From an optimization exercise on the open Yosys and OpenROAD flow, aimed at small area; shortcuts taken in it are not production practice.
RTL that was checked went through simulation tests only; none was proved equivalent to the original.
No activity file was given, so power comes from the tool's default toggle rates.

==> 05-06 <==
Design data_shifter, start of the top module:
module data_shifter
   (
   mem_clk,
   rst_n,
   mem_mr_xfer_valid,
   mem_mr_error,
   cont_wr_rd_req,
   mem_mr_xfer_wr_rd,
   mem_mr_xfer_btype,
   mem_mr_xfer_addr,
   mem_mr_xfer_len,
   mem_mr_wdata_valid,
   mem_mr_wdata,
   mem_mr_wlast,
   mem_mr_wstrb,
   mr8_bsize,
   xmittr_ack,
   mem_mr_xfer_ack,
   xmit_engn_wdata_ack,
   mem_mr_wdata_ack,
   spl_dpd_entry_valid,
   spl_dpd_exit_valid,
   spl_hs_entry_valid,
   spl_hs_exit_valid,
   spl_glbl_reset_valid,
   mem_spl_xfer_in_prgrs,
   mr_access_reg,
   mr_access,
   dpd_exit_cycle_cnt,
   hs_exit_cycle_cnt,
   mem_base_addr,
   mem_top_addr,
   cmd,
   mr8_btype,
   start_track,  
   wr_rd,        
   first_addr,   
   xfer_btype,
   xfer_mem_len,
   wr_tcem_pg_bndry_expired,
   wr_last_addr,
  mr8_rbx,
  prev_cmd,
  rd_done_reg,
  rd_pg_bndry_expired_sync,
  rd_last_addr,
  rd_cnt_sync,
  min_dqs_cnt_rch,
   rd_done,
   rd_stretch,
   dqs_timeout,
   almost_full_reg,
   pending_xfer,
   rcv_dq_fifo_flush_en,
   rcv_dq_fifo_flush_done,
   spl_instrn_dpd_exit_prgrs,
   spl_instrn_hs_exit_prgrs,
   spl_instrn_glbl_rst_prgrs,
   tcem_expired,
   tcph_expired,
   trc_expired,
   trst_expired,
   txhs_expired,
   txdpd_expired,
   sclk_en,
   ce_n_ip,
   dq_out_ip,
   dm_ip,
   dq_oe_ip,
   dm_oe_ip
   );
export LEC_CHECK = 0
export ABC_AREA = 1
export CAP_MARGIN = 20
export CORE_MARGIN = 2
export CORE_UTILIZATION = 60
export CTS_BUF_LIST = sky130_fd_sc_hd__clkbuf_4 sky130_fd_sc_hd__clkbuf_8
export GPL_TIMING_DRIVEN = 0
export PLACE_DENSITY = 0.75
export SLEW_MARGIN = 20
create_clock -name core_clock -period 6.0 [get_ports {mem_clk}]
standard.sh (not shown) runs the stock make flow with config.mk's settings and CLKGATE_MAP_FILE= SYNTH_SCRIPT=/design/flow/synth_recipe.tcl, a recipe that flattens the netlist after the stock synthesis.
==> flow/flow/run.sh <==
#!/bin/bash
# Standard ORFS layout (the standard.sh, unchanged synthesis) with port buffers
# made from the smallest buffer cell instead of the resizer's default choice.
set -euo pipefail
bash standard.sh "BUFFER_PORTS_ARGS=-buffer_cell sky130_fd_sc_hd__buf_1" finish > orfs_flow.log 2>&1
==> 07-20 (differences from 05-06) <==
==> flow/run.sh (new file) <==
#!/bin/bash
# synth_recipe.tcl (not shown) runs the flow's synth.tcl, then flattens the netlist and writes it again
# the make line also repeats each setting of config.mk as NAME=value (left out here)
make -C /OpenROAD-flow-scripts/flow DESIGN_CONFIG=/design/flow/config.mk WORK_HOME=/design/flow/orfs CLKGATE_MAP_FILE= SYNTH_SCRIPT=/design/flow/synth_recipe.tcl finish
Settings changed: ABC_AREA 1 to unset, CORE_UTILIZATION 60 to 40, CTS_BUF_LIST sky130_fd_sc_hd__clkbuf_4 sky130_fd_sc_hd__clkbuf_8 to unset, GPL_TIMING_DRIVEN 0 to unset, PLACE_DENSITY 0.75 to 0.6.
removed: flow/flow/run.sh
removed: flow/standard.sh
==> results.yml <==
pwr:
  power_switching_mw: 5.05
  finalPower_mw: 9.51
place:
  io_buffers: 330
status:
  status: "no timing/DRC/antenna violations"
worst_setup_path:
  crit_top_cell: "nand2_1"
  path_max_fanout: 10
cells_and_area:
  nClkBuffers: 56
route:
  wl_um: 74000
Source of the figures above: 05-06

==> results.yml <==
status:
  status: "no timing/DRC/antenna violations"
worst_setup_path:
  crit_top_cell: "buf_4"
  path_max_fanout: 20
pwr:
  power_switching_mw: 4.28
  seq_power_mw: 2.82
cells_and_area:
  nClkBuffers: 31
  multi_input_cells: 1586
  multiInputGateArea_mm2: 0.0105
route:
  wl_um: 73000
place:
  io_buffers: 331
grt:
  overflow: 0
Source of the figures above: 07-20

No functional check of the RTL was part of any run of this note.


==> run a <==
Another version of the RTL of data_shifter (not shown whole).
==> flow/design.v (excerpt) <==
module data_shifter
   (
   mem_clk,
   rst_n,
   mem_mr_xfer_valid,
   mem_mr_error,
   cont_wr_rd_req,
   mem_mr_xfer_wr_rd,
   mem_mr_xfer_btype,
   mem_mr_xfer_addr,
   mem_mr_xfer_len,
   mem_mr_wdata_valid,
   mem_mr_wdata,
   mem_mr_wlast,
   mem_mr_wstrb,
   mr8_bsize,
   xmittr_ack,
   mem_mr_xfer_ack,
   xmit_engn_wdata_ack,
   mem_mr_wdata_ack,
   spl_dpd_entry_valid,
   spl_dpd_exit_valid,
   spl_hs_entry_valid,
   spl_hs_exit_valid,
   spl_glbl_reset_valid,
   mem_spl_xfer_in_prgrs,
   mr_access_reg,
   mr_access,
   dpd_exit_cycle_cnt,
   hs_exit_cycle_cnt,
   mem_base_addr,
   mem_top_addr,
   cmd,
   mr8_btype,
   start_track,  
   wr_rd,        
   first_addr,   
   xfer_btype,
   xfer_mem_len,
   wr_tcem_pg_bndry_expired,
   wr_last_addr,
  mr8_rbx,
  prev_cmd,
  rd_done_reg,
  rd_pg_bndry_expired_sync,
  rd_last_addr,
  rd_cnt_sync,
  min_dqs_cnt_rch,
   rd_done,
   rd_stretch,
   dqs_timeout,
   almost_full_reg,
   pending_xfer,
   rcv_dq_fifo_flush_en,
   rcv_dq_fifo_flush_done,
   spl_instrn_dpd_exit_prgrs,
   spl_instrn_hs_exit_prgrs,
   spl_instrn_glbl_rst_prgrs,
   tcem_expired,
   tcph_expired,
   trc_expired,
   trst_expired,
   txhs_expired,
   txdpd_expired,
   sclk_en,
   ce_n_ip,
   dq_out_ip,
   dm_ip,
   dq_oe_ip,
   dm_oe_ip
   );
==> flow/config.mk <==
export PLATFORM = sky130hd
export DESIGN_NAME = data_shifter
export DESIGN_NICKNAME = data_shifter
export VERILOG_FILES = /design/flow/design.v
export SDC_FILE = /design/flow/constraint.sdc
export NUM_CORES = 4
export LEC_CHECK = 0
export CAP_MARGIN = 20
export CORE_MARGIN = 2
export CORE_UTILIZATION = 55
export PLACE_DENSITY = 0.7
export SLEW_MARGIN = 20
==> flow/constraint.sdc <==
create_clock -name core_clock -period 6.0 [get_ports {mem_clk}]
set_input_delay 1.2000 -clock core_clock [delete_from_list [all_inputs] [get_ports {mem_clk}]]
set_output_delay 1.2000 -clock core_clock [all_outputs]
set_load 0.01 [all_outputs]
==> flow/flow/run.sh <==
#!/bin/bash
# Layout flow: the standard ORFS flow (standard.sh) with these changes:
#  - synthesis is the standard flow's own script, except that the one technology-mapping
#    call to ABC uses the area-oriented ABC script flow/abc_area.script
#    (registers are not touched by ABC, so they are the standard synthesis's);
#  - port buffers use the smallest buffer cell;
#  - clock tree synthesis inserts no dummy loads.
# Each tool's output goes to a log file in the folder the flow runs in.
set -euo pipefail
W=$PWD
export MY_ABC_SCRIPT=$W/flow/abc_area.script
{
  cat <<'TCL'
proc abc {args} {
  set i [lsearch -exact $args -script]
  if { $i >= 0 } { lset args [expr {$i + 1}] $::env(MY_ABC_SCRIPT) }
  yosys abc {*}$args
}
TCL
  cat $W/synth_recipe.tcl
} > $W/area_synth.tcl
bash standard.sh "SYNTH_SCRIPT=$W/area_synth.tcl" "BUFFER_PORTS_ARGS=-buffer_cell sky130_fd_sc_hd__buf_1" \
  "CTS_ARGS=-sink_clustering_enable -repair_clock_nets -dont_use_dummy_load" \
  finish > orfs_flow.log 2>&1
==> flow/flow/abc_area.script <==
strash
&get -n
&deepsyn -T 180
&put
dch -f
map -D 3500
buffer -c
upsize -D 3500
dnsize -D 3500
topo
stime -c
==> run b: changes against run a <==
--- a/flow/design.v
+++ b/flow/design.v
@@ -202,27 +202,15 @@
 reg                     spl_glbl_reset_valid_reg, next_spl_glbl_reset_valid_reg;
 reg                     pending_mr8_wr, next_pending_mr8_wr;
 assign dm_oe_ip = dq_oe_ip & wr_rd;
 assign spl_instrn_hs_exit_prgrs  = (pres_state == HS_EXIT);
 assign spl_instrn_dpd_exit_prgrs = (pres_state == DPD_EXIT);
 wire [31:0] first_addr_dur_rd_tcem_expiry = rd_last_addr + 32'd1;
 wire [31:0] bndry_chk_addr = tcem_expired_reg ? first_addr_dur_rd_tcem_expiry : first_addr;
-reg bc_lt, bc_gt;
-integer k;
-always @ *
-begin
-   bc_lt = 1'b0;
-   bc_gt = 1'b0;
-   for (k = 0; k < 25; k = k + 1)
-   begin
-      bc_lt = (~bndry_chk_addr[k] & mem_base_addr[k]) | (~bndry_chk_addr[k] & bc_lt) | (mem_base_addr[k] & bc_lt);
-      bc_gt = (bndry_chk_addr[k] & ~mem_top_addr[k]) | (bndry_chk_addr[k] & bc_gt) | (~mem_top_addr[k] & bc_gt);
-   end
-end
-wire mem_boundary_cross = (|bndry_chk_addr[31:25]) | bc_lt | bc_gt;
+wire mem_boundary_cross = (bndry_chk_addr < {7'd0, mem_base_addr}) || (bndry_chk_addr > {7'd0, mem_top_addr});
 wire [36:0] sel_data      = reg_1 ? wr_data_reg1 : wr_data_reg0;
 wire        last_xfer     = sel_data[36];
 wire        last_xfer_lsb = last_xfer && (&sel_data[35:34]);
 wire        cont_wr_xfer_valid = cont_wr_rd_req & mem_mr_xfer_valid & (!(|mem_mr_error)) & mem_mr_xfer_wr_rd;
 wire [36:0] wbeat = {mem_mr_wlast, ~mem_mr_wstrb, mem_mr_wdata};
 assign xmit_engn_wdata_ack = wdata_avail_cnt==2 ? 1'b0 : xmit_engn_wdata_ack_int;
 wire        wr_acc = mem_mr_wdata_valid && xmit_engn_wdata_ack;
==> flow/flow/run.sh (replaced) <==
#!/bin/bash
# Layout flow: the standard ORFS flow (standard.sh) with these changes:
#  - synthesis is the standard flow's own script, except that the one technology-mapping
#    call to ABC uses the area-oriented ABC script flow/abc_area.script
#    (registers are not touched by ABC, so they are the standard synthesis's);
#  - port buffers use the smallest buffer cell;
#  - clock tree synthesis inserts no dummy loads and uses larger sink clusters.
# Each tool's output goes to a log file in the folder the flow runs in.
set -euo pipefail
W=$PWD
export MY_ABC_SCRIPT=$W/flow/abc_area.script
{
  cat <<'TCL'
proc abc {args} {
  set i [lsearch -exact $args -script]
  if { $i >= 0 } { lset args [expr {$i + 1}] $::env(MY_ABC_SCRIPT) }
  yosys abc {*}$args
}
TCL
  cat $W/synth_recipe.tcl
} > $W/area_synth.tcl
bash standard.sh "SYNTH_SCRIPT=$W/area_synth.tcl" "BUFFER_PORTS_ARGS=-buffer_cell sky130_fd_sc_hd__buf_1" \
  "CTS_ARGS=-sink_clustering_enable -repair_clock_nets -dont_use_dummy_load -sink_clustering_size 40 -sink_clustering_max_diameter 100" \
  finish > orfs_flow.log 2>&1
==> flow/flow/abc_area.script (replaced) <==
strash
&get -n
&deepsyn -T 60
&st
&syn2
&if -g -K 6
&synch2
&nf
&st
&syn2
&if -g -K 6
&synch2
&nf
&put
buffer -c
upsize -D 3500
dnsize -D 3500
topo
stime -c
==> notes.md <==
| item | run a | run b |
|---|---|---|
| Result of the run | no timing/DRC/antenna violations | no timing/DRC/antenna violations |
| Via density per instance | 6.130 | 6.532 |
| Vias in the first global route | 12950 | 13960 |
| Min Clock Period, post-route | 5553 ps | 5346 ps |
| Final clock period utilization by the worst path | 0.9255 | 0.8910 |
| Relative area of clock buffers and inverters in the final design | 0.02925 | 0.02752 |
| Cell variety after synth | 72 | 68 |
| Power consumption | 6.695 mW | 2.750 mW |
| Number of multi-input combinational cells | 1170 | 1235 |
| Ratio of cells with drive above 1 in the final layout | 0.05051 | 0.06610 |
| Starting density of the core | 0.5540 | 0.5557 |
| Multi-input combinational cell area | 0.006361 mm^2 | 0.007831 mm^2 |
| Simple-gate share of the synthesized area | 0.2199 | 0.2115 |
| First-pass GRT wire length | 72280 um | 80970 um |
| Met2 capacity usage during global routing | 0.6079 | 0.6667 |

## re-timing with driven ports
The results above use ideal ports. As a check the final layouts listed here were re-extracted and re-timed, cells and wires unchanged.
Step 1, drivers: a clkbuf_16 drives mem_clk and a buf_2 each remaining input, both assumed.
Step 2 times the ports against the registers' clock, not the clock port: input delays grow and output delays shrink by t, the midpoint of the rising clock arrivals with the driver on.
Three values: ideal, step 1, step 2; two values: the first two.
| run | t (ns) | setup slack, ns | worst setup path at the end | worst data-port slew with drivers (ns) |
|---|---|---|---|---|
| 05-06 | 0.617 | 0.821 / 0.850 / 0.232 | input to register | 0.07 |
| 07-20 | 0.591 | 0.523 / 0.554 / -0.037 | input to register | 0.11 |
| run a | 0.475 | 0.447 / 0.466 / -0.009 | input to register | 0.05 |
| run b | 0.488 | 0.654 / 0.680 / 0.192 | input to register | 0.08 |
With both steps, setup timing fails in 07-20 and run a, where it was met with ideal ports. The setup slack of 05-06, which loses most, moves by +0.029 ns with the drivers and by -0.589 ns with both steps.
